Context: an optimization exercise on an open-source flow, tuned for small area, a short achievable clock period and few clock cycles per item. The choices shown serve that exercise and are no tape-out recipe.
RTL that was checked went through simulation tests only; none was proved equivalent to the original.
Power and IR drop assume default switching activity.

== blue ==
==> module binary_division, before the edit <==
module binary_division #(
    parameter   INTEGER_SIZE = 16,
                FRACT_SIZE = 16
) (
    input   wire                                            clk, rst, start_div,
    input   wire signed[INTEGER_SIZE+FRACT_SIZE-1:0]        dividend, divisor,
    output  reg  signed[INTEGER_SIZE+FRACT_SIZE-1:0]        Q_output,
    output  reg                                             end_div
);
localparam W = INTEGER_SIZE+FRACT_SIZE;        
localparam NBITS = INTEGER_SIZE+2*FRACT_SIZE;  
localparam [2:0] IDLE = 3'd0, ABS = 3'd1, ITER = 3'd2, NEG = 3'd3, DONE = 3'd4;
localparam SA = 3, SB = 14;               
reg  [2:0]   st;
reg  [5:0]   cnt;       
reg  [W-1:0] R;         
reg  [W-1:0] Q;         
reg  [W-2:0] Mc;        
reg          mneg;      
reg          s;         
reg          nmin;      
reg          sub;       
wire         neg_en = (st == ABS) ? Q[W-1] : s;
wire [W-1:0] qor;                               
pfor #(.N(W)) u_qor (.x(Q), .y(qor));
wire [W-1:0] Qneg = Q ^ ({qor[W-2:0], 1'b0} & {W{neg_en}});
wire [W-2:0] mcr, mhir, mhi;                    
genvar gi;
generate for (gi = 0; gi < W-1; gi = gi + 1) begin : g_rev
    assign mcr[gi] = Mc[W-2-gi];
    assign mhi[gi] = mhir[W-2-gi];
end endgenerate
pfor #(.N(W-1)) u_mhi (.x(mcr), .y(mhir));
wire [W-1:0] mmask = ~{2'b00, mhi[W-2:1]};      
wire         mzero = ~mhi[0] & ~mneg;           
wire         b    = Q[W-1] & ~cnt[5];           
wire [W-1:0] sum;
padd #(.N(W), .KIND(1)) u_add (.a({R[W-2:0], b}), .b({sub, Mc ^ {(W-1){sub}}}),
                                   .cin(sub ^ mneg), .s(sum));
wire         last = (cnt == NBITS-1);
wire         qbit = mzero ? ~(nmin & last) : ~sum[W-1];
reg  [SA-1:0] fedA;
reg  [SB-1:0] fedB;
integer j;
always @(*) begin
    for (j = 0; j < SA; j = j + 1)
        fedA[SA-1-j] = Q[W-1-j] & ~cnt[5] & ({1'b0, cnt[4:0]} + j < 32);
    for (j = 0; j < SB; j = j + 1)
        fedB[SB-1-j] = Q[W-1-j] & ~cnt[5] & ({1'b0, cnt[4:0]} + j < 32);
end
wire [W-1:0] RA  = {R[W-1-SA:0], fedA};
wire [W-1:0] RB  = {R[W-1-SB:0], fedB};
wire         okA = ~R[W-1] & ~|R[W-2:W-1-SA] & ~|(RA & mmask) & ~mzero & (cnt <= NBITS-SA);
wire         okB = ~R[W-1] & ~|R[W-2:W-1-SB] & ~|(RB & mmask) & ~mzero & (cnt <= NBITS-SB);
wire         skip = okA | okB;
wire [5:0]   cnt_n = cnt + (okB ? SB : okA ? SA : 6'd1);
wire [W-1:0] R_n   = skip ? (okB ? RB : RA) : sum;
wire         fin   = okB ? (cnt == NBITS-SB) : okA ? (cnt == NBITS-SA) : last;
always @(posedge clk or negedge rst) begin
    if (!rst)
        st <= IDLE;
    else case (st)
        IDLE: if (start_div) st <= dividend[W-1] ? ABS : ITER;
        ABS:  st <= ITER;
        ITER: if (fin) st <= s ? NEG : DONE;
        NEG:  st <= DONE;
        default: st <= IDLE;
    endcase
end
always @(posedge clk) begin
    if (st == IDLE) begin
        Mc   <= divisor[W-2:0] ^ {(W-1){divisor[W-1]}};
        mneg <= divisor[W-1];
        s    <= dividend[W-1] ^ divisor[W-1];
        nmin <= (dividend == {1'b1, {(W-1){1'b0}}});
    end
    R   <= (st != ITER) ? {W{1'b0}} : R_n;
    sub <= (st != ITER) ? 1'b1 : ~R_n[W-1];
    cnt <= (st != ITER) ? 6'd0 : cnt_n;
    Q   <= (st == IDLE) ? dividend :
           (st != ITER) ? Qneg :
           okB          ? Q << SB :
           okA          ? Q << SA : {Q[W-2:0], qbit};
end
always @(*) begin
    Q_output = Q;
    end_div  = (st == DONE);
end
endmodule
clock: 6.0 ns
lec_check: 0
cap_margin: 20
core_margin: 2
core_utilization: 40
setup_slack_margin: 3.0
slew_margin: 20
run.sh (not shown) runs the stock make flow with config.mk's settings and CLKGATE_MAP_FILE= SYNTH_SCRIPT=/design/flow/synth_recipe.tcl, a recipe that flattens the netlist after the stock synthesis.
--- input diff blue..green ---
==> flow/design.v, changed modules only <==
module binary_division #(
    parameter   INTEGER_SIZE = 16,
                FRACT_SIZE = 16
) (
    input   wire                                            clk, rst, start_div,
    input   wire signed[INTEGER_SIZE+FRACT_SIZE-1:0]        dividend, divisor,
    output  reg  signed[INTEGER_SIZE+FRACT_SIZE-1:0]        Q_output,
    output  reg                                             end_div
);
localparam W = INTEGER_SIZE+FRACT_SIZE;        
localparam NBITS = INTEGER_SIZE+2*FRACT_SIZE;  
localparam [2:0] IDLE = 3'd0, ABS = 3'd1, ITER = 3'd2, NEG = 3'd3, DONE = 3'd4;
reg  [2:0]   st;
reg  [5:0]   cnt;       
reg  [W-1:0] R;         
reg  [W-1:0] Q;         
reg  [W-1:0] M;         
reg          s;         
reg          nmin;      
reg          sub;       
wire         neg_en = (st == ABS) ? Q[W-1] : s;
wire [W-1:0] qor;                               
pfor #(.N(W)) u_qor (.x(Q), .y(qor));
wire [W-1:0] qlow = {qor[W-2:0], 1'b0};         
wire [W-1:0] Qneg = Q ^ (qlow & {W{neg_en}});
wire [W-1:0] mc = M ^ {W{M[W-1]}};             
wire [W-1:0] mcr, mhir, mhi;                    
genvar gi;
generate for (gi = 0; gi < W; gi = gi + 1) begin : g_rev
    assign mcr[gi] = mc[W-1-gi];
    assign mhi[gi] = mhir[W-1-gi];
end endgenerate
pfor #(.N(W)) u_mhi (.x(mcr), .y(mhir));
wire [W-1:0] mmask = ~{1'b0, mhi[W-1:1]};       
wire mzero = ~mhi[0] & ~M[W-1];                 
wire         b    = Q[W-1] & ~cnt[5];           
wire [W-1:0] sum;
padd #(.N(W), .KIND(1)) u_add (.a({R[W-2:0], b}), .b(M ^ {W{sub}}), .cin(sub), .s(sum));
wire         last = (cnt == NBITS-1);
wire         qbit = mzero ? ~(nmin & last) : ~sum[W-1];
reg  [7:0]   fed;
integer j;
always @(*)
    for (j = 0; j < 8; j = j + 1)
        fed[7-j] = Q[W-1-j] & ~cnt[5] & ({1'b0, cnt[4:0]} + j < 32);
wire [W-1:0] R8   = {R[W-9:0], fed};
wire         skip = ~R[W-1] & ~|R[W-2:W-9] & ~|(R8 & mmask) & ~mzero & (cnt <= NBITS-8);
wire [5:0]   cnt_n = cnt + (skip ? 6'd8 : 6'd1);
wire [W-1:0] R_n   = skip ? R8 : sum;
wire         fin = skip ? (cnt == NBITS-8) : last;
always @(posedge clk or negedge rst) begin
    if (!rst)
        st <= IDLE;
    else case (st)
        IDLE: if (start_div) st <= dividend[W-1] ? ABS : ITER;
        ABS:  st <= ITER;
        ITER: if (fin) st <= s ? NEG : DONE;
        NEG:  st <= DONE;
        default: st <= IDLE;
    endcase
end
always @(posedge clk) begin
    if (st == IDLE) begin
        M    <= divisor;
        s    <= dividend[W-1] ^ divisor[W-1];
        nmin <= (dividend == {1'b1, {(W-1){1'b0}}});
    end
    R   <= (st != ITER) ? {W{1'b0}} : R_n;
    sub <= (st == IDLE) ? ~divisor[W-1] : (st != ITER) ? ~M[W-1] : ~(R_n[W-1] ^ M[W-1]);
    cnt <= (st != ITER) ? 6'd0 : cnt_n;
    Q   <= (st == IDLE) ? dividend :
           (st != ITER) ? Qneg :
           skip         ? Q << 8 : {Q[W-2:0], qbit};
end
always @(*) begin
    Q_output = Q;
    end_div  = (st == DONE);
end
endmodule
Notes after the runs:
Worst-case hold slack, blue and green: lower on green. Compared with blue, green shows a number of instances in the synthesized netlist that is about 12% lower. green reports a lower arrival time reported for the critical path endpoint than blue does. Placed instance count came out lower on green than on blue. Diff blue and green: sum of routed wire segments on met1 lower in green. Non-clock buffer count, blue and green: smaller value in green. blue → green: net count after synthesis fell 11%; share of total power in the clock network now larger. green reached the end of the flow, and the finished layout is clean on the timing, design-rule and antenna checks. Going from blue to green, pin count of the biggest net entering global routing decreased by 8.9% relative to the old numbers; wire length of the first global-routing pass decreased by 23% relative to the old numbers; largest fanout on the critical path decreased by 5 relative to the old numbers; design area decreased by 10% relative to the old numbers.
No functional check of the RTL was part of any run of this note.

========
Setup of harbor:
The RTL this note starts from:
==> flow/design.v <==
module binary_division #(
    parameter   INTEGER_SIZE = 16,
                FRACT_SIZE = 16
) (
    input   wire                                            clk, rst, start_div,
    input   wire signed[INTEGER_SIZE+FRACT_SIZE-1:0]        dividend, divisor,
    output  reg  signed[INTEGER_SIZE+FRACT_SIZE-1:0]        Q_output,
    output  reg                                             end_div
);
localparam W = INTEGER_SIZE+FRACT_SIZE;        
localparam NBITS = INTEGER_SIZE+2*FRACT_SIZE;  
localparam [2:0] IDLE = 3'd0, ABS = 3'd1, ITER = 3'd2, NEG = 3'd3, DONE = 3'd4;
reg  [2:0]   st;
reg  [5:0]   cnt;       
reg  [W-1:0] R;         
reg  [W-1:0] Q;         
reg  [W-2:0] Mc;        
reg          mneg;      
reg          s;         
reg          nmin;      
reg          sub;       
wire         neg_en = (st == ABS) ? Q[W-1] : s;
wire [W-1:0] qor;                               
pfor #(.N(W)) u_qor (.x(Q), .y(qor));
wire [W-1:0] Qneg = Q ^ ({qor[W-2:0], 1'b0} & {W{neg_en}});
wire [W-2:0] mcr, mhir, mhi;                    
genvar gi;
generate for (gi = 0; gi < W-1; gi = gi + 1) begin : g_rev
    assign mcr[gi] = Mc[W-2-gi];
    assign mhi[gi] = mhir[W-2-gi];
end endgenerate
pfor #(.N(W-1)) u_mhi (.x(mcr), .y(mhir));
wire [W-1:0] mmask = ~{2'b00, mhi[W-2:1]};      
wire         mzero = ~mhi[0] & ~mneg;           
wire         b    = Q[W-1] & ~cnt[5];           
wire [W-1:0] sum;
padd #(.N(W), .KIND(1)) u_add (.a({R[W-2:0], b}), .b({sub, Mc ^ {(W-1){sub}}}),
                                   .cin(sub ^ mneg), .s(sum));
wire         last = (cnt == NBITS-1);
wire         qbit = mzero ? ~(nmin & last) : ~sum[W-1];
localparam SK = 8;
reg          skp;
reg  [2*SK-1:0] fed2;                            
integer j;
always @(*)
    for (j = 0; j < 2*SK; j = j + 1)
        fed2[2*SK-1-j] = Q[W-1-j] & ~cnt[5] & ({1'b0, cnt[4:0]} + j < 32);
wire [W-1:0] RS   = {R[W-1-SK:0], fed2[2*SK-1:SK]};        
wire [W-1:0] RS2  = {R[W-1-2*SK:0], fed2};                 
wire         ok2  = ~|R[W-1:W-2*SK] & ~|(RS2 & mmask) & (cnt <= NBITS-2*SK);
wire [W-2:0] mc_in  = divisor[W-2:0] ^ {(W-1){divisor[W-1]}};
wire         top0   = dividend[W-1] ? &dividend[W-1:W-1-SK] : ~|dividend[W-1:W-SK];
wire         ok_in  = (top0 | (|mc_in[W-2:SK])) & (|divisor);
wire [5:0]   cnt_n = skp ? cnt + SK : cnt + 1'b1;
wire [W-1:0] R_n   = skp ? RS : sum;
wire         fin   = skp ? (cnt == NBITS-SK) : last;
always @(posedge clk or negedge rst) begin
    if (!rst)
        st <= IDLE;
    else case (st)
        IDLE: if (start_div) st <= dividend[W-1] ? ABS : ITER;
        ABS:  st <= ITER;
        ITER: if (fin) st <= s ? NEG : DONE;
        NEG:  st <= DONE;
        default: st <= IDLE;
    endcase
end
always @(posedge clk) begin
    if (st == IDLE) begin
        Mc   <= divisor[W-2:0] ^ {(W-1){divisor[W-1]}};
        mneg <= divisor[W-1];
        s    <= dividend[W-1] ^ divisor[W-1];
        nmin <= (dividend == {1'b1, {(W-1){1'b0}}});
    end
    R   <= (skp | (st != ITER)) ? (RS & {W{st == ITER}}) : sum;
    sub <= (st != ITER) ? 1'b1 : ~R_n[W-1];
    cnt <= (st != ITER) ? 6'd0 : cnt_n;
    skp <= (st == IDLE) ? ok_in : (st == ITER) ? skp & ok2 : skp;
    Q   <= (st == IDLE) ? dividend :
           (st != ITER) ? Qneg :
           skp          ? Q << SK : {Q[W-2:0], qbit};
end
always @(*) begin
    Q_output = Q;
    end_div  = (st == DONE);
end
endmodule
module padd #(parameter N = 33, parameter KIND = 0) (
    input  wire [N-1:0] a, b,
    input  wire         cin,
    output wire [N-1:0] s
);
    reg [N-1:0] G, P, Gn, Pn;
    integer i, l, j, d;
    wire [N-1:0] p = a ^ b;
    wire [N-1:0] g = a & b;
    always @(*) begin
        G = g; P = p;
        G[0] = g[0] | (p[0] & cin);
        if (KIND == 0) begin             
            for (i = 1; i < N; i = i + 1) begin G[i] = G[i] | (P[i] & G[i-1]); P[i] = P[i] & P[i-1]; end
        end else if (KIND == 1) begin    
            for (l = 0; (1 << l) < N; l = l + 1) begin
                Gn = G; Pn = P;
                for (i = 0; i < N; i = i + 1)
                    if ((i >> l) & 1) begin
                        j = ((i >> l) << l) - 1;
                        Gn[i] = G[i] | (P[i] & G[j]); Pn[i] = P[i] & P[j];
                    end
                G = Gn; P = Pn;
            end
        end else if (KIND == 2) begin    
            for (l = 0; (1 << l) < N; l = l + 1) begin
                Gn = G; Pn = P;
                for (i = 0; i < N; i = i + 1)
                    if (i >= (1 << l)) begin
                        j = i - (1 << l);
                        Gn[i] = G[i] | (P[i] & G[j]); Pn[i] = P[i] & P[j];
                    end
                G = Gn; P = Pn;
            end
        end else begin                   
            for (l = 0; (1 << l) < N; l = l + 1)
                for (i = 0; i < N; i = i + 1)
                    if ((i % (2 << l)) == (2 << l) - 1) begin
                        G[i] = G[i] | (P[i] & G[i-(1<<l)]); P[i] = P[i] & P[i-(1<<l)];
                    end
            for (l = 5; l >= 0; l = l - 1)
                for (i = 0; i < N; i = i + 1)
                    if (i >= (3 << l) - 1 && (i % (2 << l)) == (1 << l) - 1) begin
                        G[i] = G[i] | (P[i] & G[i-(1<<l)]); P[i] = P[i] & P[i-(1<<l)];
                    end
        end
    end
    assign s = p ^ {G[N-2:0], cin};
endmodule
module pfor #(parameter N = 32) (
    input  wire [N-1:0] x,
    output reg  [N-1:0] y
);
    reg [N-1:0] t;
    integer i, l;
    always @(*) begin
        y = x;
        for (l = 0; (1 << l) < N; l = l + 1) begin
            t = y;
            for (i = 0; i < N; i = i + 1)
                if ((i >> l) & 1)
                    t[i] = y[i] | y[((i >> l) << l) - 1];
            y = t;
        end
    end
endmodule
module nradd #(parameter N = 33, parameter KIND = 0) (
    input  wire [N-1:0] a, m,
    input  wire         sub,
    input  wire         cin,
    output wire [N-1:0] s
);
    reg [N-1:0] G, P, Gn, Pn;
    integer i, l, j, d;
    wire [N-1:0] x = a ^ m;
    wire [N-1:0] p = x ^ {N{sub}};
    wire [N-1:0] g = sub ? (a & ~m) : (a & m);
    always @(*) begin
        G = g; P = p;
        G[0] = g[0] | (p[0] & cin);
        if (KIND == 0) begin             
            for (i = 1; i < N; i = i + 1) begin G[i] = G[i] | (P[i] & G[i-1]); P[i] = P[i] & P[i-1]; end
        end else if (KIND == 1) begin    
            for (l = 0; (1 << l) < N; l = l + 1) begin
                Gn = G; Pn = P;
                for (i = 0; i < N; i = i + 1)
                    if ((i >> l) & 1) begin
                        j = ((i >> l) << l) - 1;
                        Gn[i] = G[i] | (P[i] & G[j]); Pn[i] = P[i] & P[j];
                    end
                G = Gn; P = Pn;
            end
        end else if (KIND == 2) begin    
            for (l = 0; (1 << l) < N; l = l + 1) begin
                Gn = G; Pn = P;
                for (i = 0; i < N; i = i + 1)
                    if (i >= (1 << l)) begin
                        j = i - (1 << l);
                        Gn[i] = G[i] | (P[i] & G[j]); Pn[i] = P[i] & P[j];
                    end
                G = Gn; P = Pn;
            end
        end else begin                   
            for (l = 0; (1 << l) < N; l = l + 1)
                for (i = 0; i < N; i = i + 1)
                    if ((i % (2 << l)) == (2 << l) - 1) begin
                        G[i] = G[i] | (P[i] & G[i-(1<<l)]); P[i] = P[i] & P[i-(1<<l)];
                    end
            for (l = 5; l >= 0; l = l - 1)
                for (i = 0; i < N; i = i + 1)
                    if (i >= (3 << l) - 1 && (i % (2 << l)) == (1 << l) - 1) begin
                        G[i] = G[i] | (P[i] & G[i-(1<<l)]); P[i] = P[i] & P[i-(1<<l)];
                    end
        end
    end
    assign s = p ^ {G[N-2:0], cin};
endmodule
Settings: LEC_CHECK=0, CAP_MARGIN=20, CORE_MARGIN=2, CORE_UTILIZATION=60, SETUP_SLACK_MARGIN=3.0, SLEW_MARGIN=20; clock period 6.0 ns.
standard.sh (not shown) runs the stock make flow with config.mk's settings and CLKGATE_MAP_FILE= SYNTH_SCRIPT=/design/flow/synth_recipe.tcl, a recipe that flattens the netlist after the stock synthesis.
==> flow/flow/run.sh <==
#!/bin/bash
# The standard ORFS layout, with one change: the port buffers that
# global placement adds use the smallest buffer cell (buf_1) instead of the
# resizer's default pick. Every port still gets its own buffer.
set -euo pipefail
export BUFFER_PORTS_ARGS="-buffer_cell sky130_fd_sc_hd__buf_1"
bash standard.sh finish > standard_flow.log 2>&1
Testbench counts of harbor, summed over its fixed seeds: cycles 46,113, items 1,600.
What garnet does differently from harbor at the input level:
==> flow/design.v, changed modules only <==
module binary_division #(
    parameter   INTEGER_SIZE = 16,
                FRACT_SIZE = 16
) (
    input   wire                                            clk, rst, start_div,
    input   wire signed[INTEGER_SIZE+FRACT_SIZE-1:0]        dividend, divisor,
    output  reg  signed[INTEGER_SIZE+FRACT_SIZE-1:0]        Q_output,
    output  reg                                             end_div
);
localparam W = INTEGER_SIZE+FRACT_SIZE;        
localparam NBITS = INTEGER_SIZE+2*FRACT_SIZE;  
localparam [2:0] IDLE = 3'd0, ABS = 3'd1, ITER = 3'd2, NEG = 3'd3, DONE = 3'd4;
reg  [2:0]   st;
reg  [5:0]   cnt;       
reg  [W-1:0] R;         
reg  [W-1:0] Q;         
reg  [W-2:0] Mc;        
reg          mneg;      
reg          s;         
reg          nmin;      
reg          sub;       
wire         neg_en = (st == ABS) ? Q[W-1] : s;
wire [W-1:0] qor;                               
pfor #(.N(W)) u_qor (.x(Q), .y(qor));
wire [W-1:0] Qneg = Q ^ ({qor[W-2:0], 1'b0} & {W{neg_en}});
wire [W-2:0] mcr, mhir, mhi;                    
genvar gi;
generate for (gi = 0; gi < W-1; gi = gi + 1) begin : g_rev
    assign mcr[gi] = Mc[W-2-gi];
    assign mhi[gi] = mhir[W-2-gi];
end endgenerate
pfor #(.N(W-1)) u_mhi (.x(mcr), .y(mhir));
wire [W-1:0] mmask = ~{2'b00, mhi[W-2:1]};      
wire         mzero = ~mhi[0] & ~mneg;           
wire         b    = Q[W-1] & ~cnt[5];           
wire [W-1:0] sum;
wire [W-1:0] opv = {sub, Mc ^ {(W-1){sub}}};
wire         a0   = b;
wire         g0s  = (a0 & ~Mc[0]) | (a0 & ~mneg) | (~Mc[0] & ~mneg);
wire         g0a  = (a0 & Mc[0]) | (a0 & mneg) | (Mc[0] & mneg);
wire         c1   = sub ? g0s : g0a;
wire [W-1:1] sumh;
padd2 #(.N(W-1)) u_add (.a(R[W-2:0]), .b(opv[W-1:1]), .cin(c1), .s(sumh));
assign sum = {sumh, a0 ^ Mc[0] ^ mneg};
wire         last = (cnt == NBITS-1);
wire         qbit = mzero ? ~(nmin & last) : ~sum[W-1];
wire         selS  = skp | (st != ITER);       
wire         stepq = (st == ITER) & ~skp & ~mzero;
wire         q0_other = (st == IDLE) ? dividend[0] : (st != ITER) ? Q[0] :
                        skp ? 1'b0 : ~(nmin & last);
localparam SK = 8;
reg          skp;
reg  [2*SK-1:0] fed2;                            
integer j;
always @(*)
    for (j = 0; j < 2*SK; j = j + 1)
        fed2[2*SK-1-j] = Q[W-1-j];    
wire [W-1:0] RS   = {R[W-1-SK:0], fed2[2*SK-1:SK]};        
wire [W-1:0] RS2  = {R[W-1-2*SK:0], fed2};                 
wire         ok2  = ~|R[W-1:W-2*SK] & ~|(RS2 & mmask) & (cnt <= NBITS-2*SK);
wire         top0   = dividend[W-1] ? &dividend[W-1:W-1-SK] : ~|dividend[W-1:W-SK];
wire         mbig   = divisor[W-1] ? ~&divisor[W-2:SK] : |divisor[W-2:SK];
wire         ok_in  = (top0 | mbig) & (|divisor);
wire [5:0]   cnt_n = skp ? cnt + SK : cnt + 1'b1;
wire [W-1:0] R_n   = skp ? RS : sum;
wire         fin   = skp ? (cnt == NBITS-SK) : last;
always @(posedge clk or negedge rst) begin
    if (!rst)
        st <= IDLE;
    else case (st)
        IDLE: if (start_div) st <= dividend[W-1] ? ABS : ITER;
        ABS:  st <= ITER;
        ITER: if (fin) st <= s ? NEG : DONE;
        NEG:  st <= DONE;
        default: st <= IDLE;
    endcase
end
always @(posedge clk) begin
    if (st == IDLE) begin
        Mc   <= divisor[W-2:0] ^ {(W-1){divisor[W-1]}};
        mneg <= divisor[W-1];
        s    <= dividend[W-1] ^ divisor[W-1];
        nmin <= (dividend == {1'b1, {(W-1){1'b0}}});
    end
    R   <= (skp | (st != ITER)) ? (RS & {W{st == ITER}}) : sum;
    sub <= selS | ~sum[W-1];
    cnt <= (st != ITER) ? 6'd0 : cnt_n;
    skp <= (st == IDLE) ? ok_in : (st == ITER) ? skp & ok2 : skp;
    Q[W-1:1] <= (st == IDLE) ? dividend[W-1:1] :
                (st != ITER) ? Qneg[W-1:1] :
                skp          ? {Q[W-1-SK:0], {(SK-1){1'b0}}} : Q[W-2:0];
    Q[0]     <= stepq ? ~sum[W-1] : q0_other;
end
always @(*) begin
    Q_output = Q;
    end_div  = (st == DONE);
end
endmodule
module padd2 #(parameter N = 32) (
    input  wire [N-1:0] a, b,
    input  wire         cin,
    output wire [N-1:0] s
);
    reg [N-1:0] G, P, Gn, Pn;
    integer i, l, j;
    wire [N-1:0] p = a ^ b;
    wire [N-1:0] g = a & b;
    always @(*) begin
        G = g; P = p;
        for (l = 0; (1 << l) < N; l = l + 1) begin
            Gn = G; Pn = P;
            for (i = 0; i < N; i = i + 1)
                if ((i >> l) & 1) begin
                    j = ((i >> l) << l) - 1;
                    Gn[i] = G[i] | (P[i] & G[j]); Pn[i] = P[i] & P[j];
                end
            G = Gn; P = Pn;
        end
    end
    wire [N-1:0] c = {G[N-2:0] | (P[N-2:0] & {(N-1){cin}}), cin};
    assign s = p ^ c;
endmodule
==> comparison <==
In the metrics for harbor and garnet, the one carrying the lower via count of the first global-routing pass is garnet. Lower count of cell types in the netlist among harbor and garnet: garnet. harbor → garnet: final standard cell area without fillers saw a decrease, met2 wire length dropped about 12%. Higher hold slack among harbor and garnet: harbor. Relative to harbor, max-slew headroom at the worst pin decreased by 1.9 points in garnet. Going from harbor to garnet, global-route usage saw a decrease; worst setup timing slack at the placement stage now sits higher. Post-route fraction of the period consumed by the critical path, harbor and garnet: smaller value in garnet. Multiplexer share of the synthesized area: harbor and garnet compared, higher one is garnet. Taking harbor as the reference, in garnet total wire length after detailed routing shows a reduction of about 10%; transition time of the tightest slew-check pin has remained practically unchanged.
Testbench counts of garnet, summed over its fixed seeds: cycles 46,113, items 1,600.

static timing again, ports no longer ideal:
No port has a modelled driver above. Below, the same layouts with a new extraction and two added sets of constraints. Step 1 sets driving cells, clkbuf_16 on the clock port and buf_2 on the other inputs (assumed; they add their load-dependent delay and slew). Step 2 also shifts input and output timing later by t, the mid clock arrival at the registers, as if the neighbouring blocks saw the same clock. Slacks: no drivers / after step 1 / after step 2; pairs: no drivers / after step 1.
run | t (ns) | setup WS [ns] | worst register clock-pin slew, ns
blue | 0.418 | 2.866 / 2.866 / 2.866 | 0.08 / 0.08
green | 0.404 | 2.948 / 2.948 / 2.948 | 0.08 / 0.08
harbor | 0.409 | 2.892 / 2.892 / 2.697 | 0.08 / 0.08
garnet | 0.398 | 3.006 / 3.006 / 2.761 | 0.08 / 0.08
After both steps every run listed still meets setup and hold. The setup slack of garnet, which loses most, moves by 0.000 ns with the drivers and by -0.245 ns with both steps.
